Background: an optimization exercise with open tools, aiming at small area, a short achievable clock period and few clock cycles per item. Do not read the settings as production practice. No run shown here included a check of the RTL's function; only the layout flow was run. Power is estimated from default activity; no workload was simulated.

**design/flow/config.mk**
```make
export PLATFORM = sky130hd
export DESIGN_NAME = function_calculator
export DESIGN_NICKNAME = function_calculator
export VERILOG_FILES = /design/flow/design.v
export SDC_FILE = /design/flow/constraint.sdc
export NUM_CORES = 4
export LEC_CHECK = 0
export ABC_AREA = 0
export CAP_MARGIN = 20
export CORE_MARGIN = 2
export CORE_UTILIZATION = 40
export SLEW_MARGIN = 20
export SYNTH_HIERARCHICAL = 1
export SYNTH_MINIMUM_KEEP_SIZE = 0
export BUFFER_PORTS_ARGS = -buffer_cell sky130_fd_sc_hd__buf_1
```
**design/flow/constraint.sdc**
```tcl
create_clock -name core_clock -period 5.0 [get_ports {clk_i}]
set_input_delay 1.0000 -clock core_clock [delete_from_list [all_inputs] [get_ports {clk_i}]]
set_output_delay 1.0000 -clock core_clock [all_outputs]
set_load 0.01 [all_outputs]
```
**design/flow/design.v**
```verilog
`timescale 1ns / 1ps
module fa3(input x, input y, input z, output s, output c);
    assign s = x ^ y ^ z;
    assign c = (x & y) | (x & z) | (y & z);
endmodule
module ha2(input x, input y, output s, output c);
    assign s = x ^ y;
    assign c = x & y;
endmodule
`timescale 1ns / 1ps
module function_calculator(
    input clk_i,
    input rst_i,
    input [15:0] sw_i,
    input start_i,
    output busy_o,
    output reg [15:0] y_calc
 );
    function [3:0] low4;
        input [5:0] ar;
        low4 = {ar[3] & (ar[4] ^ ar[5]), ar[4] & ~ar[3], 1'b0, ar[3]} + ar[2:0];
    endfunction
    wire [7:0] b_i = sw_i[7:0];
    wire [2:0] r_d = (b_i >= 8'd216) ? 3'd6 :
                     (b_i >= 8'd125) ? 3'd5 :
                     (b_i >= 8'd64)  ? 3'd4 :
                     (b_i >= 8'd27)  ? 3'd3 :
                     (b_i >= 8'd8)   ? 3'd2 :
                     (b_i >= 8'd1)   ? 3'd1 : 3'd0;
    wire [7:0] aa = sw_i[15:8];
    wire n0 = aa[2] & ~aa[1];
    wire n1 = aa[2] & aa[1];
    wire n2 = aa[3] & ~aa[2];
    wire n3 = aa[3] & aa[2];
    wire n4 = aa[4] & ~aa[3];
    wire n5 = aa[4] & aa[3];
    wire n6 = aa[5] & ~aa[4];
    wire n7 = aa[5] & aa[4];
    wire n8 = aa[6] & ~aa[5];
    wire n9 = aa[6] & aa[5];
    wire n10 = aa[7] & ~aa[6];
    wire n11 = aa[7] & aa[6];
    wire n12 = aa[0] & aa[3];
    wire n13 = aa[0] & aa[4];
    wire n14 = aa[0] & aa[5];
    wire n15 = aa[0] & aa[6];
    wire n16 = aa[0] & aa[7];
    wire n17 = aa[1] & aa[3];
    wire n18 = aa[1] & aa[4];
    wire n19 = aa[1] & aa[5];
    wire n20 = aa[1] & aa[6];
    wire n21 = aa[1] & aa[7];
    wire n22 = aa[2] & aa[4];
    wire n23 = aa[2] & aa[5];
    wire n24 = aa[2] & aa[6];
    wire n25 = aa[2] & aa[7];
    wire n26 = aa[3] & aa[5];
    wire n27 = aa[3] & aa[6];
    wire n28 = aa[3] & aa[7];
    wire n29 = aa[4] & aa[6];
    wire n30 = aa[4] & aa[7];
    wire n31 = aa[5] & aa[7];
    wire n32 = aa[0] & aa[1] & aa[2];
    wire n33, n34;
    ha2 un33 (.x(n3), .y(n15), .s(n33), .c(n34));
    wire n35, n36;
    fa3 un35 (.x(n4), .y(n16), .z(n20), .s(n35), .c(n36));
    wire n37, n38;
    fa3 un37 (.x(n5), .y(n21), .z(n24), .s(n37), .c(n38));
    wire n39, n40;
    ha2 un39 (.x(n6), .y(n25), .s(n39), .c(n40));
    wire n41, n42;
    ha2 un41 (.x(n7), .y(n28), .s(n41), .c(n42));
    wire n43, n44;
    ha2 un43 (.x(n0), .y(n12), .s(n43), .c(n44));
    wire n45, n46;
    fa3 un45 (.x(n1), .y(n13), .z(n17), .s(n45), .c(n46));
    wire n47, n48;
    fa3 un47 (.x(n2), .y(n14), .z(n18), .s(n47), .c(n48));
    wire n49, n50;
    fa3 un49 (.x(n19), .y(n22), .z(n33), .s(n49), .c(n50));
    wire n51, n52;
    fa3 un51 (.x(n23), .y(n34), .z(n35), .s(n51), .c(n52));
    wire n53, n54;
    fa3 un53 (.x(n26), .y(n36), .z(n37), .s(n53), .c(n54));
    wire n55, n56;
    fa3 un55 (.x(n27), .y(n38), .z(n39), .s(n55), .c(n56));
    wire n57, n58;
    fa3 un57 (.x(n29), .y(n40), .z(n41), .s(n57), .c(n58));
    wire n59, n60;
    fa3 un59 (.x(n8), .y(n30), .z(n42), .s(n59), .c(n60));
    wire n61, n62;
    ha2 un61 (.x(n9), .y(n31), .s(n61), .c(n62));
    wire n63, n64;
    ha2 un63 (.x(n32), .y(n43), .s(n63), .c(n64));
    wire n65, n66;
    fa3 un65 (.x(n44), .y(n45), .z(n64), .s(n65), .c(n66));
    wire n67, n68;
    fa3 un67 (.x(n46), .y(n47), .z(n66), .s(n67), .c(n68));
    wire n69, n70;
    fa3 un69 (.x(n48), .y(n49), .z(n68), .s(n69), .c(n70));
    wire n71, n72;
    fa3 un71 (.x(n50), .y(n51), .z(n70), .s(n71), .c(n72));
    wire n73, n74;
    fa3 un73 (.x(n52), .y(n53), .z(n72), .s(n73), .c(n74));
    wire n75, n76;
    fa3 un75 (.x(n54), .y(n55), .z(n74), .s(n75), .c(n76));
    wire n77, n78;
    fa3 un77 (.x(n56), .y(n57), .z(n76), .s(n77), .c(n78));
    wire n79, n80;
    fa3 un79 (.x(n58), .y(n59), .z(n78), .s(n79), .c(n80));
    wire n81, n82;
    fa3 un81 (.x(n60), .y(n61), .z(n80), .s(n81), .c(n82));
    wire n83, n84;
    fa3 un83 (.x(n10), .y(n62), .z(n82), .s(n83), .c(n84));
    wire n85, n86;
    ha2 un85 (.x(n11), .y(n84), .s(n85), .c(n86));
    wire [11:0] hi = {n85, n83, n81, n79, n77, n75, n73, n71, n69, n67, n65, n63};
    always @(posedge clk_i) begin
        if (rst_i)
            y_calc <= 16'd0;
        else if (start_i)
            y_calc <= {hi, low4({aa[2:0], r_d})};
    end
    assign busy_o = 1'b0;
endmodule
```
**design/flow/flow/run.sh**
```bash
#!/bin/bash
# Standard layout, with the port buffers inserted as buf_1 cells instead of
# the resizer's default choice (clkdlybuf4s50_1, larger and slower).
set -euo pipefail
echo 'export BUFFER_PORTS_ARGS = -buffer_cell sky130_fd_sc_hd__buf_1' >> config.mk
bash standard.sh > standard.log 2>&1
```
**design/flow/standard.sh**
```bash
#!/bin/bash
# synth_recipe.tcl (not shown) runs the flow's synth.tcl, then flattens the netlist and writes it again
# the make line also repeats each setting of config.mk as NAME=value (left out here)
make -C /OpenROAD-flow-scripts/flow DESIGN_CONFIG=/design/flow/config.mk WORK_HOME=/design/flow/orfs CLKGATE_MAP_FILE= SYNTH_SCRIPT=/design/flow/synth_recipe.tcl "${@:-finish}"
```
==> reports/results.tsv, run 1 <==
metric	value	unit
Post-Place Worst Slack	-1100	ps
DP Wirelength	2.58	mm
Worst-Skew Late Latency	250	ps
vias	1135	
Netlist cell types	32	
Setup Skew	0	ps
RSZ-0062 raised after global routing	true	
die area	4310	µm²
Residual DRC	0	
vias in the first global route	1120	
overall die width	65.6	µm
min Tclk post-route	5520	ps
DR iter-0 viols	11	
status	failed layout checks	
Syn Nets	197	
largest cells by area after synthesis	fa_1 26%, dfxtp_1 21%, and2_1 10%	
final WL	3.04	mm
Worst Tran Pin Value	719	ps
vias per cell	4.77	
worst relative slew slack	52.0	%
GPL Wtd Cong	0.704	
Setup-failing EPs final	2	
cts hold-fix bufs	0	
io pins	36	
Max Slew Vio Count	0	
Hold EP	y_calc[2]$_SDFFE_PP0P_	
post-layout net count	242	
postcts setup bufs	0	
antenna violations before repair	0	
CP max FO	2	
synthesis warning total	7	
Area Growth Syn to Fin	27.1	%
cells traversed along the worst timing path	buf_8, and2_4, fa_1, fa_2, fa_2, fa_2, fa_2, fa_2, fa_2, fa_2, fa_2, fa_2, fa_2, ha_4, mux2i_1, nor2_1	
CTS buffer count	3	
Post-Syn Area	1520	µm²
clock tree sinks	16	
Post-Syn Instances	146	
Root Driver	clkbuf_8	
Crit path top cell by count	fa_2	
Initial DRT Pass Iterations	2	
CP arrival	5630	ps
Post-Place Cells	234	
layout check faults	negative setup slack	
Critical Path Sink Type	flip-flop	
Yosys top cell area share	26.4	%
Biggest register	y_calc	
CTS tree	built	
pwr dens	228	nW/µm²
clk slew on worst S/H paths	60	ps
cell area after layout	1930	µm²
hold path start	y_calc[2]$_SDFFE_PP0P_	
final worst-path cycle share	110	%
Cell Area, Placed	1820	µm²
WL per Instance	12.8	µm
Total Routing Usage GR	15.2	%
Finished Layout Cells	238	
Die Y-Extent	65.6	µm
Filler cells	351	
total number of H-tree levels	1	
R2R depth	3	
pin count of the biggest net entering global routing	20	
Hold Vio Cnt, Final	0	
layout cells sized above 1	21.6	%
Max Root-Sink Buffers	2	
Fmax	0.181	GHz
commonest non-fill, non-tap cell in the layout	buf_1	
RR Startpoint	y_calc[3]$_SDFFE_PP0P_	
Yosys top cell by area	fa_1	
setup TNS	-891	ps
Largest register FFs	16	
CORE AREA	3660	µm²
Crit path max-delay family	adder cells	
ant diodes	0	
Site Rows	22	
GRT overflow	0	
DRT antenna net count	0	
Required @ worst endpoint	5110	ps
Buf/Inv on CP	1	
max_cap viols	0	
slowest CP cell	fa_1	
Largest regs	y_calc (16)	
#FFs+latches synth	16	
IO buf count	34	
Max VDD drop	0.104	mV
Seq/Total Area, Yosys	21.1	%
first-pass GRT wire length	4.98	mm
Synth Area per Inst	10.4	µm²
CP startpoint kind	primary input	
P_leak	0.834	nW
hold depth	2	
most frequent cells in the layout	29 x buf_1, 23 x and2_1, 20 x nor2_1	
r2r endpoint	y_calc[3]$_SDFFE_PP0P_	
initial core utilization	41.5	%
reg2reg setup slack	4180	ps
crit path kind	primary input to flip-flop	
PnR worst setup slack	-515	ps
CP max stage delay	490	ps
min-delay worst type	flip-flop to flip-flop	
-- per-module statistics from Yosys, one instance, submodules excluded --
module / flip-flops and latches / area [µm²] / cells inside / copies in the design
function_calculator: 16 / 1030 / 119 / 1
ha2: 0 / 12.5 / 1 / 7
fa3: 0 / 20.0 / 1 / 20
-- cell usage after synthesis --
master	count
nand2b_4	1
inv_1	2
fa_1	20
nor2b_1	6
a21oi_1	1
a31o_1	1
o21ai_1	1
and3_1	1
a211oi_2	1
dfxtp_1	16
conb_1	1
clkbuf_1	1
a31oi_1	1
or3_1	1
nor3b_1	1
buf_6	1
or2_1	1
and2_1	25
xnor2_1	2
nand4_1	1
buf_4	3
mux2i_1	14
xor2_1	1
nor4b_1	1
o211ai_2	1
nand2b_1	3
nor2_1	20
a211oi_1	2
and2b_1	1
maj3_1	1
nand2_1	2
ha_1	12
-- timing repair --
item / CTS / global route
resized for setup: 18 / 1
pin swaps: 2 / 0
setup endpoints to repair: 3 / 3
-- per-layer routing --
metal	wire [µm]	share of wire, %	track usage (%)	vias to the layer above
li1	-	-	-	567
met1	1340	44	17.9	540
met2	1550	51	27.9	24
met3	99	3.3	2.05	4
met4	47	1.5	5.47	0
met5	0	0	0	-
-- per-stage QoR --
| stage | util [%] | total power, mW | hold WS, ps |
|---|---|---|---|
| finish | 52.7 | 0.440 | 490 |
| global route | 52.7 | 0.477 | 524 |
| CTS | 52.6 | 0.450 | 492 |
| detailed placement | 49.7 | 0.329 | 483 |
| global placement | 49.7 | 0.324 | 473 |
| floorplan | - | 0.271 | 502 |
-- worst reg2reg max path, delay by kind of cell, from the launching register on --
family | cells | cell delay (ps)
flops | 1 | 310
compound gates | 2 | 260
simple gates | 1 | 120
-- kinds of logic (layout without fill, tap and decap cells) --
family	count (synthesis)	after routing	synth area share (%)
adder cells (fa/ha/maj)	33	33	36.9
buffers and inverters	7	51	2.97
flip-flops	16	16	21.1
XOR/XNOR	3	3	1.73
AND/OR/NAND/NOR	64	64	23.6
other	1	1	0.247
AO/OA/AOI/OAI	8	8	4.28
multiplexers	14	14	9.23
-- layout make-up --
type	count	area (µm²)	share of cell area, %
Tap cell	48	60.1	3.11
Sequential cell	16	320	16.6
Clock buffer	4	55.1	2.85
Inverter	2	7.51	0.389
Timing Repair Buffer	45	251	13.0
Multi-Input combinational cell	123	1240	64.0
-- report_power, final --
part | switching, mW | internal, mW | total (mW) | leakage [nW]
registers | 0.00916 | 0.145 | 0.154 | 0.132
clock network | 0.0441 | 0.0698 | 0.114 | 0.0288
logic | 0.0882 | 0.0840 | 0.172 | 0.673
total | 0.141 | 0.298 | 0.440 | 0.834
-- how the worst max path moves through the flow --
| stage | from | end | slack, ps | cells past startpoint |
|---|---|---|---|---|
| finish | sw_i[12] | y_calc[15]$_SDFFE_PP0P_ | -520 | 16 |
| global route | sw_i[12] | y_calc[15]$_SDFFE_PP0P_ | -610 | 16 |
| CTS | sw_i[12] | y_calc[15]$_SDFFE_PP0P_ | -530 | 16 |
| detailed placement | sw_i[10] | y_calc[15]$_SDFFE_PP0P_ | -1100 | 17 |
| global placement | sw_i[10] | y_calc[15]$_SDFFE_PP0P_ | -980 | 17 |
| floorplan | sw_i[9] | y_calc[15]$_SDFFE_PP0P_ | -590 | 15 |
==> run 2: changes to the inputs <==
--- a/design/flow/design.v
+++ b/design/flow/design.v
@@ -98,22 +98,60 @@
     wire n67, n68;
-    fa3 un67 (.x(n46), .y(n47), .z(n66), .s(n67), .c(n68));
+    ha2 un67 (.x(n46), .y(n47), .s(n67), .c(n68));
     wire n69, n70;
-    fa3 un69 (.x(n48), .y(n49), .z(n68), .s(n69), .c(n70));
+    ha2 un69 (.x(n48), .y(n49), .s(n69), .c(n70));
     wire n71, n72;
-    fa3 un71 (.x(n50), .y(n51), .z(n70), .s(n71), .c(n72));
+    ha2 un71 (.x(n50), .y(n51), .s(n71), .c(n72));
     wire n73, n74;
-    fa3 un73 (.x(n52), .y(n53), .z(n72), .s(n73), .c(n74));
+    ha2 un73 (.x(n52), .y(n53), .s(n73), .c(n74));
     wire n75, n76;
-    fa3 un75 (.x(n54), .y(n55), .z(n74), .s(n75), .c(n76));
+    ha2 un75 (.x(n54), .y(n55), .s(n75), .c(n76));
     wire n77, n78;
-    fa3 un77 (.x(n56), .y(n57), .z(n76), .s(n77), .c(n78));
+    ha2 un77 (.x(n56), .y(n57), .s(n77), .c(n78));
     wire n79, n80;
-    fa3 un79 (.x(n58), .y(n59), .z(n78), .s(n79), .c(n80));
+    ha2 un79 (.x(n58), .y(n59), .s(n79), .c(n80));
     wire n81, n82;
-    fa3 un81 (.x(n60), .y(n61), .z(n80), .s(n81), .c(n82));
+    ha2 un81 (.x(n60), .y(n61), .s(n81), .c(n82));
     wire n83, n84;
-    fa3 un83 (.x(n10), .y(n62), .z(n82), .s(n83), .c(n84));
-    wire n85, n86;
-    ha2 un85 (.x(n11), .y(n84), .s(n85), .c(n86));
-    wire [11:0] hi = {n85, n83, n81, n79, n77, n75, n73, n71, n69, n67, n65, n63};
+    ha2 un83 (.x(n10), .y(n62), .s(n83), .c(n84));
+    wire n85 = n68 | (n67 & n66);
+    wire n86 = n67 & 1'b0;
+    wire n87 = n72 | (n71 & n70);
+    wire n88 = n71 & n69;
+    wire n89 = n76 | (n75 & n74);
+    wire n90 = n75 & n73;
+    wire n91 = n80 | (n79 & n78);
+    wire n92 = n79 & n77;
+    wire n93 = n84 | (n83 & n82);
+    wire n94 = n83 & n81;
+    wire n95 = n87 | (n88 & n85);
+    wire n96 = n88 & n86;
+    wire n97 = n91 | (n92 & n89);
+    wire n98 = n92 & n90;
+    wire n99 = n97 | (n98 & n95);
+    wire n100 = n98 & n96;
+    wire n101 = n89 | (n90 & n95);
+    wire n102 = n90 & n96;
+    wire n103 = n93 | (n94 & n99);
+    wire n104 = n94 & n100;
+    wire n105 = n70 | (n69 & n85);
+    wire n106 = n69 & n86;
+    wire n107 = n74 | (n73 & n95);
+    wire n108 = n73 & n96;
+    wire n109 = n78 | (n77 & n101);
+    wire n110 = n77 & n102;
+    wire n111 = n82 | (n81 & n99);
+    wire n112 = n81 & n100;
+    wire n113 = 1'b0 | (n11 & n103);
+    wire n114 = n11 & n104;
+    wire n115 = n67 ^ n66;
+    wire n116 = n69 ^ n85;
+    wire n117 = n71 ^ n105;
+    wire n118 = n73 ^ n95;
+    wire n119 = n75 ^ n107;
+    wire n120 = n77 ^ n101;
+    wire n121 = n79 ^ n109;
+    wire n122 = n81 ^ n99;
+    wire n123 = n83 ^ n111;
+    wire n124 = n11 ^ n103;
+    wire [11:0] hi = {n124, n123, n122, n121, n120, n119, n118, n117, n116, n115, n65, n63};
     always @(posedge clk_i) begin
==> design/flow/flow/run.sh (replaced) <==
#!/bin/bash
# Standard layout, with the port buffers inserted as buf_1 cells instead of
# the resizer's default choice (clkdlybuf4s50_1, larger and slower), and a
# smaller clock tree (no sink clustering, no dummy loads).
set -euo pipefail
echo 'export BUFFER_PORTS_ARGS = -buffer_cell sky130_fd_sc_hd__buf_1' >> config.mk
echo 'export CTS_ARGS = -buf_list sky130_fd_sc_hd__clkbuf_4 -root_buf sky130_fd_sc_hd__clkbuf_4 -dont_use_dummy_load -repair_clock_nets' >> config.mk
bash standard.sh > standard.log 2>&1
--- a/design/flow/config.mk
+++ b/design/flow/config.mk
@@ -15 +15,2 @@
 export BUFFER_PORTS_ARGS = -buffer_cell sky130_fd_sc_hd__buf_1
+export CTS_ARGS = -buf_list sky130_fd_sc_hd__clkbuf_4 -root_buf sky130_fd_sc_hd__clkbuf_4 -dont_use_dummy_load -repair_clock_nets
==> reports/results.tsv, run 2 <==
metric	value	unit	change
min Tclk post-route	4120	ps	-1400 ps
PnR worst setup slack	880	ps	+1400 ps
Largest regs	y_calc (16)		
CP arrival	4260	ps	-1370 ps
min-delay worst type	flip-flop to flip-flop		
DR iter-0 viols	50		+39
vias in the first global route	1122		+0.18%
pwr dens	217	nW/µm²	-4.6%
commonest non-fill, non-tap cell in the layout	buf_1		
Worst Tran Pin Value	1060	ps	+344 ps
RR Startpoint	y_calc[3]$_SDFFE_PP0P_		
CTS tree	built		
pin count of the biggest net entering global routing	19		-5.0%
die area	4590	µm²	+6.5%
antenna violations before repair	0		unchanged
Critical Path Sink Type	flip-flop		
r2r endpoint	y_calc[3]$_SDFFE_PP0P_		
DRT antenna net count	0		unchanged
GRT overflow	0		unchanged
#FFs+latches synth	16		unchanged
DP Wirelength	2.55	mm	-1.3%
Synth Area per Inst	9.33	µm²	-10%
Filler cells	406		+16%
first-pass GRT wire length	5.13	mm	+2.9%
Max Slew Vio Count	0		unchanged
Yosys top cell area share	19.7	%	-6.6 points
cells traversed along the worst timing path	buf_1, and2_1, fa_1, fa_1, ha_1, a21oi_1, a21oi_1, or3b_2, nand3_1, nand2_1, ha_1, nor2_1, xnor2_1, mux2i_1, nor2_1		
total number of H-tree levels	1		unchanged
Max VDD drop	0.156	mV	+49%
Buf/Inv on CP	1		unchanged
Async S/R FF share, synth	0	%	unchanged
Site Rows	23		+4.5%
Biggest register	y_calc		
clk slew on worst S/H paths	90	ps	+30 ps
synthesis warning total	7		unchanged
most frequent cells in the layout	34 x buf_1, 25 x ha_1, 24 x and2_1		
vias per cell	4.82		+1.1%
CP max FO	9		+7
final worst-path cycle share	82.4	%	-28 points
ant diodes	0		unchanged
final cell utilization of the core	46.2	%	-6.6 points
Area Growth Syn to Fin	12.1	%	
Primary FF master, synth	dfxtp_1		
Setup crit start	sw_i[8]		
Yosys top cell by area	dfxtp_1		
CTS buffer count	3		unchanged
setup TNS	0	ps	+891 ps
Post-Syn Area	1620	µm²	+6.9%
Total Routing Usage GR	14.6	%	-0.58 points
Post-Place Worst Slack	561	ps	+1660 ps
Hold Vio Cnt, Final	0		unchanged
clock tree sinks	16		unchanged
R2R depth	2		-1
final WL	3.03	mm	-0.26%
Root Driver	clkbuf_4		
Crit path max-delay family	adder cells		
initial core utilization	41.2	%	-0.30 points
largest cells by area after synthesis	dfxtp_1 20%, ha_1 19%, fa_1 14%		
RSZ-0062 raised after global routing	false		
status	finished clean		
Required @ worst endpoint	5140	ps	+30 ps
overall die width	67.7	µm	+3.2%
max_cap viols	0		unchanged
post-CTS resize count	0		-18
vias	1239		+9.2%
CP max stage delay	470	ps	-20 ps
WL per Instance	11.8	µm	-7.6%
reg2reg setup slack	4090	ps	-90 ps
Setup Skew	0	ps	unchanged
slowest CP cell	fa_1		
Critical Path Stages	15		-1
CP endpoint	y_calc[14]$_SDFFE_PP0P_		
GPL Wtd Cong	0.796		+13%
hold path start	y_calc[2]$_SDFFE_PP0P_		
io pins	36		unchanged
Post-Syn Instances	174		+19%
Initial DRT Pass Iterations	4		+2
layout cells sized above 1	4.35	%	-17 points
postcts setup bufs	0		unchanged
crit path kind	primary input to flip-flop		
CORE AREA	3940	µm²	+7.7%
Post-synth top cells	25 x ha_1, 24 x and2_1, 21 x nor2_1		
cell with the most instances after synthesis	ha_1		
Syn Nets	229		+16%
Largest register FFs	16		unchanged
post-layout net count	264		+9.1%
Die Y-Extent	67.7	µm	+3.2%
number of flops mapped to enable cells by yosys	0		unchanged
Netlist cell types	37		+16%
IO buf count	34		unchanged
Setup-failing EPs final	0		-2
Fmax	0.243	GHz	+34%
Seq/Total Area, Yosys	19.7	%	-1.4 points
Max Root-Sink Buffers	2		unchanged
cts hold-fix bufs	0		unchanged
Worst-Skew Late Latency	280	ps	+30 ps
Residual DRC	0		unchanged
P_leak	0.835	nW	+0.10%
Total Power	0.396	mW	-10%
CP startpoint kind	primary input		
worst relative slew slack	29.1	%	-23 points
==> run 2: per-layer routing <==
layer / GRT usage (%) / part of all wire (%) / vias up
met1: 23.0 / 54 / 558
met3: 1.33 / 3.3 / 2
li1: - / - / 660
met2: 20.2 / 42 / 19
met4: 5.36 / 0.46 / 0
met5: 0 / 0 / -
==> run 2: how the worst min path moves through the flow <==
stage / slack, ps / depth (start not counted) / end
2_1_floorplan: 500 / 2 / y_calc[15]$_SDFFE_PP0P_
3_3_place_gp: 470 / 2 / y_calc[0]$_SDFFE_PP0P_
3_5_place_dp: 490 / 2 / y_calc[0]$_SDFFE_PP0P_
4_1_cts: 500 / 2 / y_calc[2]$_SDFFE_PP0P_
5_1_grt: 540 / 2 / y_calc[15]$_SDFFE_PP0P_
6_report: 500 / 2 / y_calc[2]$_SDFFE_PP0P_
==> run 2: final cells by class <==
class,instances,area [µm²],area share (%)
Tap cell,50,62.6,3.44
Clock buffer,3,22.5,1.24
Sequential cell,16,320,17.6
Timing Repair Buffer,35,135,7.42
Multi-Input combinational cell,148,1260,69.3
Inverter,5,18.8,1.03
==> run 2: cell families (layout without fill, tap and decap cells) <==
| family | count (synthesis) | count (layout) | synth area share, % |
|---|---|---|---|
| flops | 16 | 16 | 19.7 |
| fa+ha+maj | 37 | 37 | 33.4 |
| xor+xnor | 8 | 8 | 4.31 |
| compound gates | 16 | 16 | 7.01 |
| buf+inv | 10 | 43 | 2.62 |
| other cells | 1 | 1 | 0.231 |
| mux | 13 | 13 | 8.01 |
| simple gates | 73 | 73 | 24.7 |
==> run 2: through the flow <==
stage	instance area, µm²	hold WS [ps]	cells
3_3_place_gp	1800	474	254
3_5_place_dp	1800	485	254
5_1_grt	1820	541	257
4_1_cts	1820	498	257
6_report	1820	499	257
2_1_floorplan	1620	505	174
==> run 2: Yosys stat by module, one instance, submodules excluded <==
module	times used	cells inside	area, µm²	flip-flops and latches
fa3	11	1	20.0	0
function_calculator	1	148	1220	16
ha2	15	1	12.5	0
==> run 2: power by group <==
part	switching, mW	internal (mW)	leakage (nW)
Clock	0.0357	0.0279	0.0138
Sequential	0.00842	0.144	0.132
Combinational	0.0978	0.0816	0.689
==> run 2: worst min-delay path, delay by kind of cell (launching register included) <==
family,cells,cell delay (ps)
AND/OR/NAND/NOR,1,80
AO/OA/AOI/OAI,1,50
flip-flops,1,320
==> run 3: changes to the inputs <==
--- a/design/flow/design.v
+++ b/design/flow/design.v
@@ -96,3 +96,3 @@
     wire n65, n66;
-    fa3 un65 (.x(n44), .y(n45), .z(n64), .s(n65), .c(n66));
+    ha2 un65 (.x(n44), .y(n45), .s(n65), .c(n66));
     wire n67, n68;
@@ -115,43 +115,54 @@
     ha2 un83 (.x(n10), .y(n62), .s(n83), .c(n84));
-    wire n85 = n68 | (n67 & n66);
-    wire n86 = n67 & 1'b0;
-    wire n87 = n72 | (n71 & n70);
-    wire n88 = n71 & n69;
-    wire n89 = n76 | (n75 & n74);
-    wire n90 = n75 & n73;
-    wire n91 = n80 | (n79 & n78);
-    wire n92 = n79 & n77;
-    wire n93 = n84 | (n83 & n82);
-    wire n94 = n83 & n81;
-    wire n95 = n87 | (n88 & n85);
-    wire n96 = n88 & n86;
-    wire n97 = n91 | (n92 & n89);
-    wire n98 = n92 & n90;
-    wire n99 = n97 | (n98 & n95);
-    wire n100 = n98 & n96;
-    wire n101 = n89 | (n90 & n95);
-    wire n102 = n90 & n96;
-    wire n103 = n93 | (n94 & n99);
-    wire n104 = n94 & n100;
-    wire n105 = n70 | (n69 & n85);
-    wire n106 = n69 & n86;
-    wire n107 = n74 | (n73 & n95);
-    wire n108 = n73 & n96;
-    wire n109 = n78 | (n77 & n101);
-    wire n110 = n77 & n102;
-    wire n111 = n82 | (n81 & n99);
-    wire n112 = n81 & n100;
-    wire n113 = 1'b0 | (n11 & n103);
-    wire n114 = n11 & n104;
-    wire n115 = n67 ^ n66;
-    wire n116 = n69 ^ n85;
-    wire n117 = n71 ^ n105;
-    wire n118 = n73 ^ n95;
-    wire n119 = n75 ^ n107;
-    wire n120 = n77 ^ n101;
-    wire n121 = n79 ^ n109;
-    wire n122 = n81 ^ n99;
-    wire n123 = n83 ^ n111;
-    wire n124 = n11 ^ n103;
-    wire [11:0] hi = {n124, n123, n122, n121, n120, n119, n118, n117, n116, n115, n65, n63};
+    wire n85 = n66 | (n65 & n64);
+    wire n86 = n65 & 1'b0;
+    wire n87 = n70 | (n69 & n68);
+    wire n88 = n69 & n67;
+    wire n89 = n74 | (n73 & n72);
+    wire n90 = n73 & n71;
+    wire n91 = n78 | (n77 & n76);
+    wire n92 = n77 & n75;
+    wire n93 = n82 | (n81 & n80);
+    wire n94 = n81 & n79;
+    wire n95 = 1'b0 | (n11 & n84);
+    wire n96 = n11 & n83;
+    wire n97 = n68 | (n67 & n85);
+    wire n98 = n67 & n86;
+    wire n99 = n87 | (n88 & n85);
+    wire n100 = n88 & n86;
+    wire n101 = n76 | (n75 & n89);
+    wire n102 = n75 & n90;
+    wire n103 = n91 | (n92 & n89);
+    wire n104 = n92 & n90;
+    wire n105 = n84 | (n83 & n93);
+    wire n106 = n83 & n94;
+    wire n107 = n95 | (n96 & n93);
+    wire n108 = n96 & n94;
+    wire n109 = n72 | (n71 & n99);
+    wire n110 = n71 & n100;
+    wire n111 = n89 | (n90 & n99);
+    wire n112 = n90 & n100;
+    wire n113 = n101 | (n102 & n99);
+    wire n114 = n102 & n100;
+    wire n115 = n103 | (n104 & n99);
+    wire n116 = n104 & n100;
+    wire n117 = n80 | (n79 & n115);
+    wire n118 = n79 & n116;
+    wire n119 = n93 | (n94 & n115);
+    wire n120 = n94 & n116;
+    wire n121 = n105 | (n106 & n115);
+    wire n122 = n106 & n116;
+    wire n123 = n107 | (n108 & n115);
+    wire n124 = n108 & n116;
+    wire n125 = n65 ^ n64;
+    wire n126 = n67 ^ n85;
+    wire n127 = n69 ^ n97;
+    wire n128 = n71 ^ n99;
+    wire n129 = n73 ^ n109;
+    wire n130 = n75 ^ n111;
+    wire n131 = n77 ^ n113;
+    wire n132 = n79 ^ n115;
+    wire n133 = n81 ^ n117;
+    wire n134 = n83 ^ n119;
+    wire n135 = n11 ^ n121;
+    wire [11:0] hi = {n135, n134, n133, n132, n131, n130, n129, n128, n127, n126, n125, n63};
     always @(posedge clk_i) begin
==> reports/results.tsv, run 3 <==
metric	value	unit	change
status	finished clean		
Yosys top cell by area	dfxtp_1		
#FFs+latches synth	16		unchanged
WL per Instance	12.1	µm	+2.6%
Max Slew Vio Count	0		unchanged
Post-Place Worst Slack	872	ps	+311 ps
Netlist cell types	42		+14%
Site Rows	23		unchanged
Max Root-Sink Buffers	2		unchanged
Post-synth top cells	25 x ha_1, 24 x and2_1, 17 x nor2_1		
antenna violations before repair	0		unchanged
overall die width	68.0	µm	+0.47%
die area	4630	µm²	+0.93%
Worst-Skew Late Latency	280	ps	about the same
pwr dens	219	nW/µm²	+0.89%
met3 wire length	108	µm	+6.9%
Die Y-Extent	68.0	µm	+0.47%
Root Driver	clkbuf_4		
Area Growth Syn to Fin	12.2	%	about the same
Worst Tran Pin Value	699	ps	-364 ps
vias per cell	5.15		+6.8%
Biggest register	y_calc		
max_cap viols	0		unchanged
P_leak	0.865	nW	+3.7%
CORE AREA	3970	µm²	+0.73%
Required @ worst endpoint	5150	ps	about the same
IO buf count	34		unchanged
ant diodes	0		unchanged
Largest regs	y_calc (16)		
Post-Syn Area	1640	µm²	+1.0%
initial core utilization	41.3	%	+0.11 points
min Tclk post-route	3800	ps	-322 ps
total number of H-tree levels	1		unchanged
GPL Wtd Cong	0.772		-2.9%
Seq/Total Area, Yosys	19.5	%	-0.20 points
final cell utilization of the core	46.3	%	+0.17 points
pin count of the biggest net entering global routing	18		-1
DR iter-0 viols	56		+12%
DRT antenna net count	0		unchanged
Initial DRT Pass Iterations	4		unchanged
CTS buffer count	3		unchanged
commonest non-fill, non-tap cell in the layout	buf_1		
final worst-path cycle share	76.0	%	-6.4 points
Yosys top cell area share	19.5	%	-0.20 points
min-delay worst type	flip-flop to flip-flop		
post-CTS resize count	0		unchanged
worst relative slew slack	53.4	%	+24 points
Setup crit start	sw_i[14]		
crit path kind	primary input to flip-flop		
Synth Area per Inst	9.37	µm²	+0.42%
CTS tree	built		
CP max FO	10		+1
clock tree sinks	16		unchanged
Syn Nets	229		unchanged
Async S/R FF share, synth	0	%	unchanged
RR Startpoint	y_calc[2]$_SDFFE_PP0P_		
M1 WL	1.66	mm	+0.61%
Primary FF master, synth	dfxtp_1		
largest cells by area after synthesis	dfxtp_1 20%, ha_1 19%, fa_1 12%		
Fmax	0.263	GHz	+8.5%
post-layout net count	265		+0.38%
setup TNS	0	ps	unchanged
GRT overflow	0		unchanged
Largest register FFs	16		unchanged
postcts setup bufs	0		unchanged
r2r endpoint	y_calc[2]$_SDFFE_PP0P_		
most frequent cells in the layout	34 x buf_1, 25 x ha_1, 24 x and2_1		
Residual DRC	0		unchanged
hold slack	490	ps	-8.67 ps
Critical Path Sink Type	flip-flop		
WL met2	1.31	mm	+3.7%
CP arrival	3950	ps	-310 ps
cts hold-fix bufs	0		unchanged
RSZ-0062 raised after global routing	false		
clk slew on worst S/H paths	80	ps	about the same
Setup Skew	0	ps	unchanged
PnR worst setup slack	1200	ps	+322 ps
number of flops mapped to enable cells by yosys	0		unchanged
Setup-failing EPs final	0		unchanged
Total Routing Usage GR	15.7	%	+1.1 points
layout cells sized above 1	4.31	%	-0.042 points
R2R depth	2		unchanged
cell with the most instances after synthesis	ha_1		
io pins	36		unchanged
synthesis warning total	7		unchanged
vias	1333		+7.6%
DP Wirelength	2.55	mm	+0.19%
first-pass GRT wire length	5.54	mm	+8.1%
reg2reg setup slack	4330	ps	+240 ps
Hold Vio Cnt, Final	0		unchanged
Total Power	0.404	mW	+2.0%
Max VDD drop	0.176	mV	+13%
CP endpoint	y_calc[13]$_SDFFE_PP0P_		
final WL	3.13	mm	+3.4%
vias in the first global route	1283		+14%
DR top layer	met4		
CP startpoint kind	primary input		
Post-Syn Instances	175		+0.57%
run 3: changes by cell type after synthesis, sizes merged, moves of 2 or more:
cell   change
a21o       +5
nor2       -4
nor3       -2
mux2i      -3
o21ai      +5
a32o       +2
nand2      -3
a211o      +2
run 3: Yosys stat by module, one instance, submodules excluded:
module               cells inside  cell area [µm²]  flops+latches
function_calculator           149             1240             16
fa3                             1             20.0              0
ha2                             1             12.5              0
run 3: worst min-delay path by stage:
stage	startpoint	end	slack (ps)	depth (start not counted)
6_report	y_calc[14]$_SDFFE_PP0P_	y_calc[14]$_SDFFE_PP0P_	490	1
5_1_grt	y_calc[11]$_SDFFE_PP0P_	y_calc[11]$_SDFFE_PP0P_	510	1
4_1_cts	y_calc[14]$_SDFFE_PP0P_	y_calc[14]$_SDFFE_PP0P_	490	1
3_5_place_dp	y_calc[14]$_SDFFE_PP0P_	y_calc[14]$_SDFFE_PP0P_	470	1
2_1_floorplan	y_calc[15]$_SDFFE_PP0P_	y_calc[15]$_SDFFE_PP0P_	500	2
3_3_place_gp	y_calc[14]$_SDFFE_PP0P_	y_calc[14]$_SDFFE_PP0P_	460	1
run 3: area by class of cell:
cell class / count / area, µm²
Clock buffer: 3 / 22.5
Fill cell: 427 / 2130
Inverter: 5 / 18.8
Multi-Input combinational cell: 150 / 1280
Sequential cell: 16 / 320
Tap cell: 50 / 62.6
Timing Repair Buffer: 35 / 135
run 3: power by group:
group	switching (mW)	leakage, nW	total, mW	internal, mW
Combinational	0.0992	0.720	0.185	0.0858
Sequential	0.00839	0.132	0.152	0.144
Clock	0.0385	0.0138	0.0665	0.0280
run 3: worst max-delay path, cell delays in order:
cell      delay [ps]
buf_1            270
and2_1           200
fa_1             440
fa_1             480
ha_1             370
a211oi_2         230
nor2_1            90
a211o_1          300
ha_1             190
nor2_1           120
xnor2_1           80
mux2i_1          130
nor2_1            50
run 3: logic make-up after synthesis:
family | Yosys count | synth area share [%]
AND/OR/NAND/NOR | 62 | 20.7
adder cells (fa/ha/maj) | 37 | 32.5
AO/OA/AOI/OAI | 34 | 15.3
flip-flops | 16 | 19.5
multiplexers | 10 | 6.10
buffers and inverters | 9 | 2.36
XOR/XNOR | 6 | 3.20
other | 1 | 0.229
run 3: per-layer routing:
| layer | global-route usage [%] | vias to the layer above |
|---|---|---|
| met3 | 1.97 | 5 |
| li1 | - | 694 |
| met1 | 21.2 | 604 |
| met4 | 6.75 | 0 |
| met5 | 0 | - |
| met2 | 25.1 | 30 |
run 3: through the flow:
step	cells	area [µm²]
5_1_grt	259	1840
4_1_cts	259	1840
2_1_floorplan	175	1640
6_report	259	1840
3_5_place_dp	256	1820
3_3_place_gp	256	1820
==> run 4: changes to the inputs <==
--- a/design/flow/config.mk
+++ b/design/flow/config.mk
@@ -7,3 +7,3 @@
 export LEC_CHECK = 0
-export ABC_AREA = 0
+export ABC_AREA = 1
 export CAP_MARGIN = 20
==> reports/results.tsv, run 4 <==
metric	value	unit	change
GRT overflow	0		unchanged
Seq/Total Area, Yosys	18.2	%	-1.3 points
Post-Syn Area	1760	µm²	+7.2%
Biggest register	y_calc		
Crit path top cell by count	nand2_1		
largest cells by area after synthesis	dfxtp_1 18%, ha_1 18%, nand2_1 15%		
r2r endpoint	y_calc[7]$_SDFFE_PP0P_		
vias per cell	4.58		-11%
Initial DRT Pass Iterations	4		unchanged
R2R depth	4		+2
Max Slew Vio Count	0		unchanged
Hold EP	y_calc[4]$_SDFFE_PP0P_		
clk slew on worst S/H paths	90	ps	about the same
IO buf count	34		unchanged
WL per Instance	9.56	µm	-21%
hold path start	y_calc[4]$_SDFFE_PP0P_		
cells traversed along the worst timing path	buf_1, nand2_1, inv_1, fa_1, fa_1, ha_1, nand2_1, nand2_1, a21oi_1, nand2_2, ha_1, nor2_1, xnor2_1, o21ai_0, inv_1		
Post-Syn Instances	271		+55%
#FFs+latches synth	16		unchanged
Max Root-Sink Buffers	2		unchanged
RSZ-0062 raised after global routing	false		
Site Rows	24		+4.3%
die area	4940	µm²	+6.8%
most frequent cells in the layout	70 x nand2_1, 61 x inv_1, 35 x nor2_1		
Worst Tran Pin Value	820	ps	+121 ps
number of flops mapped to enable cells by yosys	0		unchanged
cell with the most instances after synthesis	nand2_1		
final worst-path cycle share	69.3	%	-6.7 points
Total Routing Usage GR	15.1	%	-0.61 points
CTS tree	built		
Setup-failing EPs final	0		unchanged
Setup Skew	0	ps	unchanged
Max VDD drop	0.124	mV	-29%
min Tclk post-route	3470	ps	-333 ps
Largest register FFs	16		unchanged
CORE AREA	4290	µm²	+8.1%
Die Y-Extent	70.3	µm	+3.4%
postcts setup bufs	0		unchanged
final WL	3.34	mm	+6.5%
Total Power	0.393	mW	-2.6%
CP max FO	9		-1
first-pass GRT wire length	6.32	mm	+14%
Async S/R FF share, synth	0	%	unchanged
Required @ worst endpoint	5190	ps	+40 ps
layout cells sized above 1	2.36	%	-1.9 points
Primary FF master, synth	dfxtp_1		
setup TNS	0	ps	unchanged
status	finished clean		
Yosys top cell area share	18.2	%	-1.3 points
CTS buffer count	3		unchanged
DP Wirelength	2.80	mm	+9.8%
post-layout net count	353		+33%
Area Growth Syn to Fin	9.17	%	
Netlist cell types	23		-45%
Critical Path Sink Type	flip-flop		
max_cap viols	0		unchanged
reg2reg setup slack	4270	ps	-60 ps
CP max stage delay	470	ps	about the same
Hold Vio Cnt, Final	0		unchanged
Synth Area per Inst	6.49	µm²	-31%
hold depth	2		+1
clock tree sinks	16		unchanged
GPL Wtd Cong	0.801		+3.7%
total number of H-tree levels	1		unchanged
vias in the first global route	1596		+24%
Syn Nets	325		+42%
Worst-Skew Late Latency	280	ps	about the same
cell area after layout	1920	µm²	+4.4%
Largest regs	y_calc (16)		
io pins	36		unchanged
Yosys top cell by area	dfxtp_1		
cts hold-fix bufs	0		unchanged
antenna violations before repair	0		unchanged
Cell Area, Placed	1900	µm²	+4.4%
ant diodes	0		unchanged
RR Startpoint	y_calc[7]$_SDFFE_PP0P_		
CP startpoint kind	primary input		
Residual DRC	0		unchanged
pwr dens	205	nW/µm²	-6.6%
DRT antenna net count	0		unchanged
DR iter-0 viols	48		-14%
synthesis warning total	7		unchanged
overall die width	70.3	µm	+3.4%
initial core utilization	41.0	%	-0.34 points
CP arrival	3660	ps	-290 ps
pin count of the biggest net entering global routing	22		+4
Fmax	0.289	GHz	+9.6%
crit path kind	primary input to flip-flop		
commonest non-fill, non-tap cell in the layout	nand2_1		
slowest CP cell	fa_1		
vias	1598		+20%
min-delay worst type	flip-flop to flip-flop		
Post-synth top cells	70 x nand2_1, 61 x inv_1, 35 x nor2_1		
worst relative slew slack	45.3	%	-8.1 points
Root Driver	clkbuf_4		
post-CTS resize count	0		unchanged
P_leak	1.20	nW	+39%
==> run 4: cell types whose count changed after synthesis, moves of 4 or more <==
cell / delta
inv_1: +56
mux2i_1: -10
and2_1: -24
nand2_2: +4
nand3_1: +8
clkbuf_1: +6
a21oi_1: +7
nor2_1: +18
nand2_1: +67
nor2b_1: -6
==> run 4: cell families (layout without fill, tap and decap cells) <==
group,Yosys count,after routing,share of synthesized area (%)
and+or+nand+nor,120,120,27.0
buffers and inverters,72,98,16.1
adders and majority gates,35,35,29.2
AOI/OAI and AO/OA,22,22,6.90
DFF,16,16,18.2
xor gates and xnor gates,5,5,2.49
other,1,1,0.213
==> run 4: modules after synthesis (local to each module, per instance) <==
module               flip-flops and latches  copies in the design
fa3                                       0                    10
function_calculator                      16                     1
ha2                                       0                    16
==> run 4: through the flow <==
stage | hold slack, ps | setup slack (ps) | utilization, % | std cells
detailed placement | 453 | 1190 | 44.2 | 346
floorplan | 486 | 1420 | - | 271
global route | 496 | 1260 | 44.7 | 349
global placement | 455 | 1250 | 44.2 | 346
finish | 464 | 1530 | 44.7 | 349
CTS | 467 | 1510 | 44.7 | 349
==> run 4: cell type report <==
cell class / count / area [µm²]
Tap cell: 52 / 65.1
Inverter: 61 / 229
Clock buffer: 3 / 22.5
Multi-Input combinational cell: 183 / 1160
Sequential cell: 16 / 320
Fill cell: 475 / 2370
Timing Repair Buffer: 34 / 128
==> run 4: worst max-delay path by stage <==
stage          startpoint                 endpoint  depth (start not counted)
3_5_place_dp     sw_i[10]  y_calc[13]$_SDFFE_PP0P_                         15
3_3_place_gp     sw_i[10]  y_calc[13]$_SDFFE_PP0P_                         15
4_1_cts          sw_i[10]  y_calc[13]$_SDFFE_PP0P_                         15
2_1_floorplan    sw_i[14]  y_calc[13]$_SDFFE_PP0P_                         15
5_1_grt          sw_i[14]  y_calc[13]$_SDFFE_PP0P_                         15
6_report         sw_i[12]  y_calc[13]$_SDFFE_PP0P_                         15
==> run 4: routing by layer <==
layer	global-route usage [%]	routed length, µm	part of all wire, %
met5	0	0	0
met4	2.35	44	1.3
met3	3.32	152	4.6
met2	28.5	1700	51
met1	17.5	1440	43
==> run 4: power breakdown <==
group	leakage [nW]	switching [mW]	internal (mW)
registers	0.132	0.00716	0.142
clock network	0.0138	0.0400	0.0280
logic	1.06	0.105	0.0712
total	1.20	0.152	0.241
==> run 4: critical path: cells and delay by family <==
| kind | cells | cell delay [ps] |
|---|---|---|
| compound gates | 2 | 290 |
| xor+xnor | 1 | 70 |
| fa+ha+maj | 4 | 1420 |
| buf+inv | 3 | 440 |
| simple gates | 5 | 450 |
==> run 5: changes to the inputs <==
--- a/design/flow/design.v
+++ b/design/flow/design.v
@@ -96,5 +96,5 @@
     wire n65, n66;
-    ha2 un65 (.x(n44), .y(n45), .s(n65), .c(n66));
+    fa3 un65 (.x(n44), .y(n45), .z(n64), .s(n65), .c(n66));
     wire n67, n68;
-    ha2 un67 (.x(n46), .y(n47), .s(n67), .c(n68));
+    fa3 un67 (.x(n46), .y(n47), .z(n66), .s(n67), .c(n68));
     wire n69, n70;
@@ -115,54 +115,42 @@
     ha2 un83 (.x(n10), .y(n62), .s(n83), .c(n84));
-    wire n85 = n66 | (n65 & n64);
-    wire n86 = n65 & 1'b0;
-    wire n87 = n70 | (n69 & n68);
-    wire n88 = n69 & n67;
-    wire n89 = n74 | (n73 & n72);
-    wire n90 = n73 & n71;
-    wire n91 = n78 | (n77 & n76);
-    wire n92 = n77 & n75;
-    wire n93 = n82 | (n81 & n80);
-    wire n94 = n81 & n79;
-    wire n95 = 1'b0 | (n11 & n84);
-    wire n96 = n11 & n83;
-    wire n97 = n68 | (n67 & n85);
-    wire n98 = n67 & n86;
-    wire n99 = n87 | (n88 & n85);
-    wire n100 = n88 & n86;
-    wire n101 = n76 | (n75 & n89);
-    wire n102 = n75 & n90;
-    wire n103 = n91 | (n92 & n89);
-    wire n104 = n92 & n90;
-    wire n105 = n84 | (n83 & n93);
-    wire n106 = n83 & n94;
-    wire n107 = n95 | (n96 & n93);
-    wire n108 = n96 & n94;
-    wire n109 = n72 | (n71 & n99);
-    wire n110 = n71 & n100;
-    wire n111 = n89 | (n90 & n99);
-    wire n112 = n90 & n100;
-    wire n113 = n101 | (n102 & n99);
-    wire n114 = n102 & n100;
-    wire n115 = n103 | (n104 & n99);
-    wire n116 = n104 & n100;
-    wire n117 = n80 | (n79 & n115);
-    wire n118 = n79 & n116;
-    wire n119 = n93 | (n94 & n115);
-    wire n120 = n94 & n116;
-    wire n121 = n105 | (n106 & n115);
-    wire n122 = n106 & n116;
-    wire n123 = n107 | (n108 & n115);
-    wire n124 = n108 & n116;
-    wire n125 = n65 ^ n64;
-    wire n126 = n67 ^ n85;
-    wire n127 = n69 ^ n97;
-    wire n128 = n71 ^ n99;
-    wire n129 = n73 ^ n109;
-    wire n130 = n75 ^ n111;
-    wire n131 = n77 ^ n113;
-    wire n132 = n79 ^ n115;
-    wire n133 = n81 ^ n117;
-    wire n134 = n83 ^ n119;
-    wire n135 = n11 ^ n121;
-    wire [11:0] hi = {n135, n134, n133, n132, n131, n130, n129, n128, n127, n126, n125, n63};
+    wire n85 = n70 | (n69 & n68);
+    wire n86 = n69 & 1'b0;
+    wire n87 = n74 | (n73 & n72);
+    wire n88 = n73 & n71;
+    wire n89 = n78 | (n77 & n76);
+    wire n90 = n77 & n75;
+    wire n91 = n82 | (n81 & n80);
+    wire n92 = n81 & n79;
+    wire n93 = 1'b0 | (n11 & n84);
+    wire n94 = n11 & n83;
+    wire n95 = n72 | (n71 & n85);
+    wire n96 = n71 & n86;
+    wire n97 = n87 | (n88 & n85);
+    wire n98 = n88 & n86;
+    wire n99 = n80 | (n79 & n89);
+    wire n100 = n79 & n90;
+    wire n101 = n91 | (n92 & n89);
+    wire n102 = n92 & n90;
+    wire n103 = n76 | (n75 & n97);
+    wire n104 = n75 & n98;
+    wire n105 = n89 | (n90 & n97);
+    wire n106 = n90 & n98;
+    wire n107 = n99 | (n100 & n97);
+    wire n108 = n100 & n98;
+    wire n109 = n101 | (n102 & n97);
+    wire n110 = n102 & n98;
+    wire n111 = n84 | (n83 & n109);
+    wire n112 = n83 & n110;
+    wire n113 = n93 | (n94 & n109);
+    wire n114 = n94 & n110;
+    wire n115 = n69 ^ n68;
+    wire n116 = n71 ^ n85;
+    wire n117 = n73 ^ n95;
+    wire n118 = n75 ^ n97;
+    wire n119 = n77 ^ n103;
+    wire n120 = n79 ^ n105;
+    wire n121 = n81 ^ n107;
+    wire n122 = n83 ^ n109;
+    wire n123 = n11 ^ n111;
+    wire [11:0] hi = {n123, n122, n121, n120, n119, n118, n117, n116, n115, n67, n65, n63};
     always @(posedge clk_i) begin
--- a/design/flow/config.mk
+++ b/design/flow/config.mk
@@ -7,3 +7,3 @@
 export LEC_CHECK = 0
-export ABC_AREA = 1
+export ABC_AREA = 0
 export CAP_MARGIN = 20
==> reports/results.tsv, run 5 <==
metric	value	unit	change
Root Driver	clkbuf_4		
ant diodes	0		unchanged
final worst-path cycle share	84.9	%	+16 points
worst relative slew slack	51.3	%	+5.9 points
Post-Syn Instances	164		-39%
layout cells sized above 1	4.55	%	+2.2 points
GPL Wtd Cong	0.765		-4.5%
most frequent cells in the layout	34 x buf_1, 24 x and2_1, 23 x ha_1		
Netlist cell types	37		+61%
Worst Tran Pin Value	731	ps	-88.9 ps
io pins	36		unchanged
vias in the first global route	1309		-18%
Filler cells	376		-21%
final WL	3.19	mm	-4.2%
clk slew on worst S/H paths	90	ps	about the same
cell with the most instances after synthesis	and2_1		
min Tclk post-route	4240	ps	+779 ps
CP arrival	4460	ps	+800 ps
cts hold-fix bufs	0		unchanged
DR iter-0 viols	79		+65%
Fmax	0.236	GHz	-18%
synthesis warning total	7		unchanged
Critical Path Sink Type	flip-flop		
post-layout net count	254		-28%
Max Slew Vio Count	0		unchanged
GRT overflow	0		unchanged
setup TNS	0	ps	unchanged
reg2reg setup slack	4250	ps	-20 ps
Largest register FFs	16		unchanged
Site Rows	22		-8.3%
largest cells by area after synthesis	dfxtp_1 20%, ha_1 18%, fa_1 15%		
commonest non-fill, non-tap cell in the layout	buf_1		
Cell Area, Placed	1740	µm²	-8.6%
post-CTS resize count	0		unchanged
Setup-failing EPs final	0		unchanged
Max VDD drop	0.185	mV	+49%
Crit path max-delay family	adder cells		
first-pass GRT wire length	5.67	mm	-10%
overall die width	66.6	µm	-5.2%
Synth Area per Inst	9.57	µm²	+47%
DP Wirelength	2.70	mm	-3.6%
Total Routing Usage GR	16.6	%	+1.4 points
CORE AREA	3720	µm²	-13%
Primary FF master, synth	dfxtp_1		
initial core utilization	42.2	%	+1.3 points
slowest CP cell	fa_1		
antenna violations before repair	0		unchanged
Hold Vio Cnt, Final	0		unchanged
postcts setup bufs	0		unchanged
CP max FO	8		-1
Initial DRT Pass Iterations	4		unchanged
DRT antenna net count	0		unchanged
P_leak	0.818	nW	-32%
Async S/R FF share, synth	0	%	unchanged
Yosys top cell area share	20.4	%	+2.2 points
Biggest register	y_calc		
Worst-Skew Late Latency	270	ps	about the same
number of flops mapped to enable cells by yosys	0		unchanged
clock tree sinks	16		unchanged
cell area after layout	1770	µm²	-7.9%
Post-Place Worst Slack	416	ps	-776 ps
cells traversed along the worst timing path	buf_1, inv_1, ha_1, ha_1, ha_1, fa_1, fa_1, ha_1, o211ai_1, nand2_1, a31oi_2, o21ai_1, ha_1, nor2_1, xor2_1, mux2i_1, nor2_1		
status	finished clean		
CTS tree	built		
pwr dens	224	nW/µm²	+9.3%
Setup Skew	0	ps	unchanged
Area Growth Syn to Fin	12.8	%	
CP max stage delay	420	ps	-50 ps
Post-Place Cells	242		-30%
Die Y-Extent	66.6	µm	-5.2%
pin count of the biggest net entering global routing	20		-9.1%
CP startpoint kind	primary input		
Required @ worst endpoint	5220	ps	+30 ps
IO buf count	34		unchanged
Syn Nets	218		-33%
PnR worst setup slack	756	ps	-779 ps
Largest regs	y_calc (16)		
CTS buffer count	3		unchanged
Crit path top cell by count	ha_1		
WL per Instance	13.0	µm	+36%
max_cap viols	0		unchanged
vias	1242		-22%
die area	4440	µm²	-10%
crit path kind	primary input to flip-flop		
min-delay worst type	flip-flop to flip-flop		
total number of H-tree levels	1		unchanged
Finished Layout Cells	246		-30%
Yosys top cell by area	dfxtp_1		
Residual DRC	0		unchanged
Post-synth top cells	24 x and2_1, 23 x ha_1, 21 x nor2_1		
Post-Syn Area	1570	µm²	-11%
RSZ-0062 raised after global routing	false		
Max Root-Sink Buffers	2		unchanged
Seq/Total Area, Yosys	20.4	%	+2.2 points
#FFs+latches synth	16		unchanged
vias per cell	5.05		+10%
Buf/Inv on CP	2		-1
[run 5: logic make-up after synthesis]
logic type	after synthesis	share of synthesized area, %
AND/OR/NAND/NOR	66	22.6
adder cells (fa/ha/maj)	36	34.3
AO/OA/AOI/OAI	18	8.21
flip-flops	16	20.4
multiplexers	13	8.29
XOR/XNOR	7	3.91
buffers and inverters	7	2.07
other	1	0.239
[run 5: routing by layer]
metal | track usage [%] | share of wire (%)
met5 | 0 | 0
met4 | 6.89 | 1.8
met2 | 27.6 | 47
met3 | 1.18 | 3.5
met1 | 22.0 | 48
[run 5: worst paths after layout]
| kind | endpoint | from | cells after the start |
|---|---|---|---|
| worst max-delay path | y_calc[15]$_SDFFE_PP0P_ | sw_i[9] | 17 |
| worst max register to register | y_calc[13]$_SDFFE_PP0P_ | y_calc[13]$_SDFFE_PP0P_ | 2 |
| worst min register to register | y_calc[2]$_SDFFE_PP0P_ | y_calc[2]$_SDFFE_PP0P_ | 2 |
| worst min-delay path | y_calc[2]$_SDFFE_PP0P_ | y_calc[2]$_SDFFE_PP0P_ | 2 |
[run 5: report_power, final]
group	leakage [nW]	total (mW)	switching (mW)	internal (mW)
registers	0.132	0.153	0.00900	0.144
logic	0.672	0.179	0.0987	0.0806
clock network	0.0138	0.0633	0.0354	0.0279
[run 5: worst register-to-register path, stage by stage (launching register included)]
cell     delay (ps)
dfxtp_1         340
mux2i_1          60
nor4_1          260
[run 5: per-module statistics from Yosys (local to each module, per instance)]
module / flip-flops and latches / copies in the design / cells / area (µm²)
function_calculator: 16 / 1 / 138 / 1150
fa3: 0 / 12 / 1 / 20.0
ha2: 0 / 14 / 1 / 12.5
[run 5: through the flow]
| step | power [mW] | hold WS, ps | utilization [%] |
|---|---|---|---|
| after detailed placement | 0.337 | 486 | 46.7 |
| after floorplan | 0.281 | 500 | - |
| final | 0.396 | 498 | 47.6 |
| after global placement | 0.330 | 469 | 46.7 |
| after CTS | 0.402 | 505 | 47.3 |
| after global routing | 0.434 | 528 | 47.6 |
[run 5: area by class of cell]
cell class	instances	area (µm²)	area share (%)
well taps	48	60.1	3.39
flip-flops and latches	16	320	18.1
inverters	3	11.3	0.636
repair buffers	35	139	7.85
multi-input cells	141	1220	68.7
clock buffers	3	22.5	1.27
==> run 6: changes to the inputs <==
--- a/design/flow/design.v
+++ b/design/flow/design.v
@@ -98,3 +98,3 @@
     wire n67, n68;
-    fa3 un67 (.x(n46), .y(n47), .z(n66), .s(n67), .c(n68));
+    ha2 un67 (.x(n46), .y(n47), .s(n67), .c(n68));
     wire n69, n70;
@@ -115,42 +115,47 @@
     ha2 un83 (.x(n10), .y(n62), .s(n83), .c(n84));
-    wire n85 = n70 | (n69 & n68);
-    wire n86 = n69 & 1'b0;
-    wire n87 = n74 | (n73 & n72);
-    wire n88 = n73 & n71;
-    wire n89 = n78 | (n77 & n76);
-    wire n90 = n77 & n75;
-    wire n91 = n82 | (n81 & n80);
-    wire n92 = n81 & n79;
-    wire n93 = 1'b0 | (n11 & n84);
-    wire n94 = n11 & n83;
-    wire n95 = n72 | (n71 & n85);
-    wire n96 = n71 & n86;
+    wire n85 = n68 | (n67 & n66);
+    wire n86 = n67 & 1'b0;
+    wire n87 = n72 | (n71 & n70);
+    wire n88 = n71 & n69;
+    wire n89 = n76 | (n75 & n74);
+    wire n90 = n75 & n73;
+    wire n91 = n80 | (n79 & n78);
+    wire n92 = n79 & n77;
+    wire n93 = n84 | (n83 & n82);
+    wire n94 = n83 & n81;
+    wire n95 = n70 | (n69 & n85);
+    wire n96 = n69 & n86;
     wire n97 = n87 | (n88 & n85);
     wire n98 = n88 & n86;
-    wire n99 = n80 | (n79 & n89);
-    wire n100 = n79 & n90;
+    wire n99 = n78 | (n77 & n89);
+    wire n100 = n77 & n90;
     wire n101 = n91 | (n92 & n89);
     wire n102 = n92 & n90;
-    wire n103 = n76 | (n75 & n97);
-    wire n104 = n75 & n98;
-    wire n105 = n89 | (n90 & n97);
-    wire n106 = n90 & n98;
-    wire n107 = n99 | (n100 & n97);
-    wire n108 = n100 & n98;
-    wire n109 = n101 | (n102 & n97);
-    wire n110 = n102 & n98;
-    wire n111 = n84 | (n83 & n109);
-    wire n112 = n83 & n110;
-    wire n113 = n93 | (n94 & n109);
-    wire n114 = n94 & n110;
-    wire n115 = n69 ^ n68;
-    wire n116 = n71 ^ n85;
-    wire n117 = n73 ^ n95;
-    wire n118 = n75 ^ n97;
-    wire n119 = n77 ^ n103;
-    wire n120 = n79 ^ n105;
-    wire n121 = n81 ^ n107;
-    wire n122 = n83 ^ n109;
-    wire n123 = n11 ^ n111;
-    wire [11:0] hi = {n123, n122, n121, n120, n119, n118, n117, n116, n115, n67, n65, n63};
+    wire n103 = 1'b0 | (n11 & n93);
+    wire n104 = n11 & n94;
+    wire n105 = n74 | (n73 & n97);
+    wire n106 = n73 & n98;
+    wire n107 = n89 | (n90 & n97);
+    wire n108 = n90 & n98;
+    wire n109 = n99 | (n100 & n97);
+    wire n110 = n100 & n98;
+    wire n111 = n101 | (n102 & n97);
+    wire n112 = n102 & n98;
+    wire n113 = n82 | (n81 & n111);
+    wire n114 = n81 & n112;
+    wire n115 = n93 | (n94 & n111);
+    wire n116 = n94 & n112;
+    wire n117 = n103 | (n104 & n111);
+    wire n118 = n104 & n112;
+    wire n119 = n67 ^ n66;
+    wire n120 = n69 ^ n85;
+    wire n121 = n71 ^ n95;
+    wire n122 = n73 ^ n97;
+    wire n123 = n75 ^ n105;
+    wire n124 = n77 ^ n107;
+    wire n125 = n79 ^ n109;
+    wire n126 = n81 ^ n111;
+    wire n127 = n83 ^ n113;
+    wire n128 = n11 ^ n115;
+    wire [11:0] hi = {n128, n127, n126, n125, n124, n123, n122, n121, n120, n119, n65, n63};
     always @(posedge clk_i) begin
--- a/design/flow/config.mk
+++ b/design/flow/config.mk
@@ -7,3 +7,3 @@
 export LEC_CHECK = 0
-export ABC_AREA = 0
+export ABC_AREA = 1
 export CAP_MARGIN = 20
==> reports/results.tsv, run 6 <==
metric	value	unit	change
Worst Tran Pin Value	830	ps	+99.3 ps
hold slack	465	ps	-32.4 ps
final WL	3.27	mm	+2.5%
worst relative slew slack	44.6	%	-6.6 points
Post-Place Cells	341		+41%
post-layout net count	348		+37%
largest cells by area after synthesis	dfxtp_1 18%, ha_1 17%, nand2_1 15%		
antenna violations before repair	0		unchanged
DRT antenna net count	0		unchanged
setup TNS	0	ps	unchanged
Area Growth Syn to Fin	8.94	%	
Residual DRC	0		unchanged
post-CTS resize count	0		unchanged
Largest regs	y_calc (16)		
Yosys top cell area share	18.3	%	-2.1 points
CTS buffer count	3		unchanged
Filler cells	479		+27%
Finished Layout Cells	344		+40%
Synth Area per Inst	6.58	µm²	-31%
WL per Instance	9.51	µm	-27%
CP arrival	3690	ps	-770 ps
Site Rows	24		+9.1%
Initial DRT Pass Iterations	4		unchanged
Hold Vio Cnt, Final	0		unchanged
vias	1520		+22%
CP startpoint kind	primary input		
Fmax	0.284	GHz	+21%
Largest register FFs	16		unchanged
clock tree sinks	16		unchanged
Biggest register	y_calc		
min-delay worst type	flip-flop to flip-flop		
Max Slew Vio Count	0		unchanged
IO buf count	34		unchanged
cts hold-fix bufs	0		unchanged
ant diodes	0		unchanged
CTS tree	built		
RSZ-0062 raised after global routing	false		
GPL Wtd Cong	0.790		+3.3%
postcts setup bufs	0		unchanged
synthesis warning total	7		unchanged
Post-Place Worst Slack	1170	ps	+752 ps
pwr dens	205	nW/µm²	-8.4%
CORE AREA	4290	µm²	+16%
Critical Path Sink Type	flip-flop		
layout cells sized above 1	2.74	%	-1.8 points
first-pass GRT wire length	5.83	mm	+2.8%
final worst-path cycle share	70.3	%	-15 points
Max Root-Sink Buffers	2		unchanged
Async S/R FF share, synth	0	%	unchanged
DR iter-0 viols	47		-41%
Post-synth top cells	72 x nand2_1, 61 x inv_1, 31 x nor2_1		
commonest non-fill, non-tap cell in the layout	nand2_1		
die area	4920	µm²	+11%
cell with the most instances after synthesis	nand2_1		
Primary FF master, synth	dfxtp_1		
max_cap viols	0		unchanged
Yosys top cell by area	dfxtp_1		
Post-Syn Area	1750	µm²	+12%
Required @ worst endpoint	5170	ps	-50 ps
Netlist cell types	22		-41%
Setup-failing EPs final	0		unchanged
Setup Skew	0	ps	unchanged
io pins	36		unchanged
#FFs+latches synth	16		unchanged
CP max FO	9		+1
Seq/Total Area, Yosys	18.3	%	-2.1 points
total number of H-tree levels	1		unchanged
most frequent cells in the layout	72 x nand2_1, 61 x inv_1, 34 x buf_1		
clk slew on worst S/H paths	90	ps	about the same
Syn Nets	320		+47%
Post-Syn Instances	266		+62%
Worst-Skew Late Latency	280	ps	about the same
number of flops mapped to enable cells by yosys	0		unchanged
crit path kind	primary input to flip-flop		
vias in the first global route	1454		+11%
overall die width	70.2	µm	+5.3%
min Tclk post-route	3520	ps	-727 ps
Max VDD drop	0.0712	mV	-61%
PnR worst setup slack	1480	ps	+727 ps
vias per cell	4.42		-12%
Root Driver	clkbuf_4		
Total Routing Usage GR	14.3	%	-2.3 points
DP Wirelength	2.77	mm	+2.7%
initial core utilization	40.8	%	-1.5 points
Die Y-Extent	70.2	µm	+5.3%
pin count of the biggest net entering global routing	21		+5.0%
GRT overflow	0		unchanged
P_leak	1.20	nW	+47%
status	finished clean		
run 6: cell types whose count changed after synthesis, moves of 5 or more:
cell / delta
inv_1: +59
and2_1: -24
a21oi_1: +8
nand2_1: +67
mux2i_1: -13
nand2_2: +5
clkbuf_1: +5
nor2b_1: -7
nand3_1: +6
nor2_1: +10
run 6: cells by family (layout without fill, tap and decap cells):
group	Yosys count	in the layout	synth area share [%]
xor gates and xnor gates	5	5	2.50
other	1	1	0.214
DFF	16	16	18.3
adders and majority gates	35	35	29.7
AOI/OAI and AO/OA	22	22	6.93
buffers and inverters	72	98	16.4
and+or+nand+nor	115	115	25.9
run 6: stage by stage:
step                utilization [%]  power (mW)  cell area, µm²
floorplan                         -       0.287            1750
finish                         44.4       0.391            1910
global route                   44.4       0.435            1910
detailed placement             43.9       0.333            1880
global placement               43.9       0.333            1880
CTS                            44.4       0.400            1910
run 6: final cells by class:
cell class                      count  area (µm²)  share of cell area (%)
Multi-Input combinational cell    178        1140                    59.9
Sequential cell                    16         320                    16.8
Timing Repair Buffer               34         128                    6.69
Inverter                           61         229                    12.0
Clock buffer                        3        22.5                    1.18
Tap cell                           52        65.1                    3.41
run 6: worst max-delay path, cell delays in order:
cell	delay [ps]
buf_1	280
inv_1	70
nor2_1	120
fa_1	450
fa_1	470
ha_1	340
a21oi_1	190
nand2_2	90
nand2_1	70
nand2_2	60
ha_1	170
nor2_1	120
xnor2_1	70
o21ai_0	140
inv_1	50
run 6: worst paths after layout:
path,start,end,slack (ps),cells after the start
setup / recovery,sw_i[12],y_calc[14]$_SDFFE_PP0P_,1480,15
hold / removal,y_calc[1]$_SDFFE_PP0P_,y_calc[1]$_SDFFE_PP0P_,470,2
setup reg to reg,y_calc[10]$_SDFFE_PP0P_,y_calc[10]$_SDFFE_PP0P_,4290,4
hold reg to reg,y_calc[1]$_SDFFE_PP0P_,y_calc[1]$_SDFFE_PP0P_,470,2
run 6: report_power, final:
part           internal (mW)  leakage [nW]  switching, mW  total [mW]
clock network         0.0279        0.0138         0.0363      0.0642
logic                 0.0711          1.05          0.107       0.178
registers              0.142         0.132        0.00702       0.149
run 6: Yosys stat by module (local to each module, per instance):
module / cell area [µm²] / times used / flops+latches / cells inside
fa3: 20.0 / 11 / 0 / 1
ha2: 12.5 / 15 / 0 / 1
function_calculator: 1340 / 1 / 16 / 240
run 6: layer usage:
metal	vias to the layer above	GRT usage (%)	share of wire, %
met5	-	0	0
met4	0	1.28	0
met3	0	3.03	4.2
met2	27	26.2	47
met1	660	17.8	48
li1	833	-	-

afterwards: timing with drivers on the ports:
No port has a modelled driver above. Below, the same layouts with a new extraction and two added sets of constraints.
Step 1, drivers: a clkbuf_16 drives clk_i and a buf_2 each remaining input, both assumed.
Step 2 moves the port delays by t, midway between the first and last clock arrival at a register: inputs arrive t later, outputs are due t later. That takes back most of the time a late clock gives input paths.
Slacks: ideal ports / drivers / drivers and shift; pairs: ideal ports / drivers.
| run | t, ns | slack for setup (ns) | worst setup path after step 2 | worst register clock-pin slew, ns |
|---|---|---|---|---|
| run 1 | 0.272 | -0.515 / -0.531 / -0.803 | input to register | 0.06 / 0.06 |
| run 2 | 0.293 | 0.880 / 0.878 / 0.585 | input to register | 0.09 / 0.09 |
| run 3 | 0.302 | 1.202 / 1.199 / 0.896 | input to register | 0.09 / 0.09 |
| run 4 | 0.302 | 1.535 / 1.533 / 1.230 | input to register | 0.09 / 0.09 |
| run 5 | 0.292 | 0.756 / 0.750 / 0.458 | input to register | 0.09 / 0.09 |
| run 6 | 0.295 | 1.483 / 1.481 / 1.186 | input to register | 0.09 / 0.09 |
For run 3, which loses most, drivers alone change the setup slack by -0.003 ns; drivers and shift together by -0.306 ns.
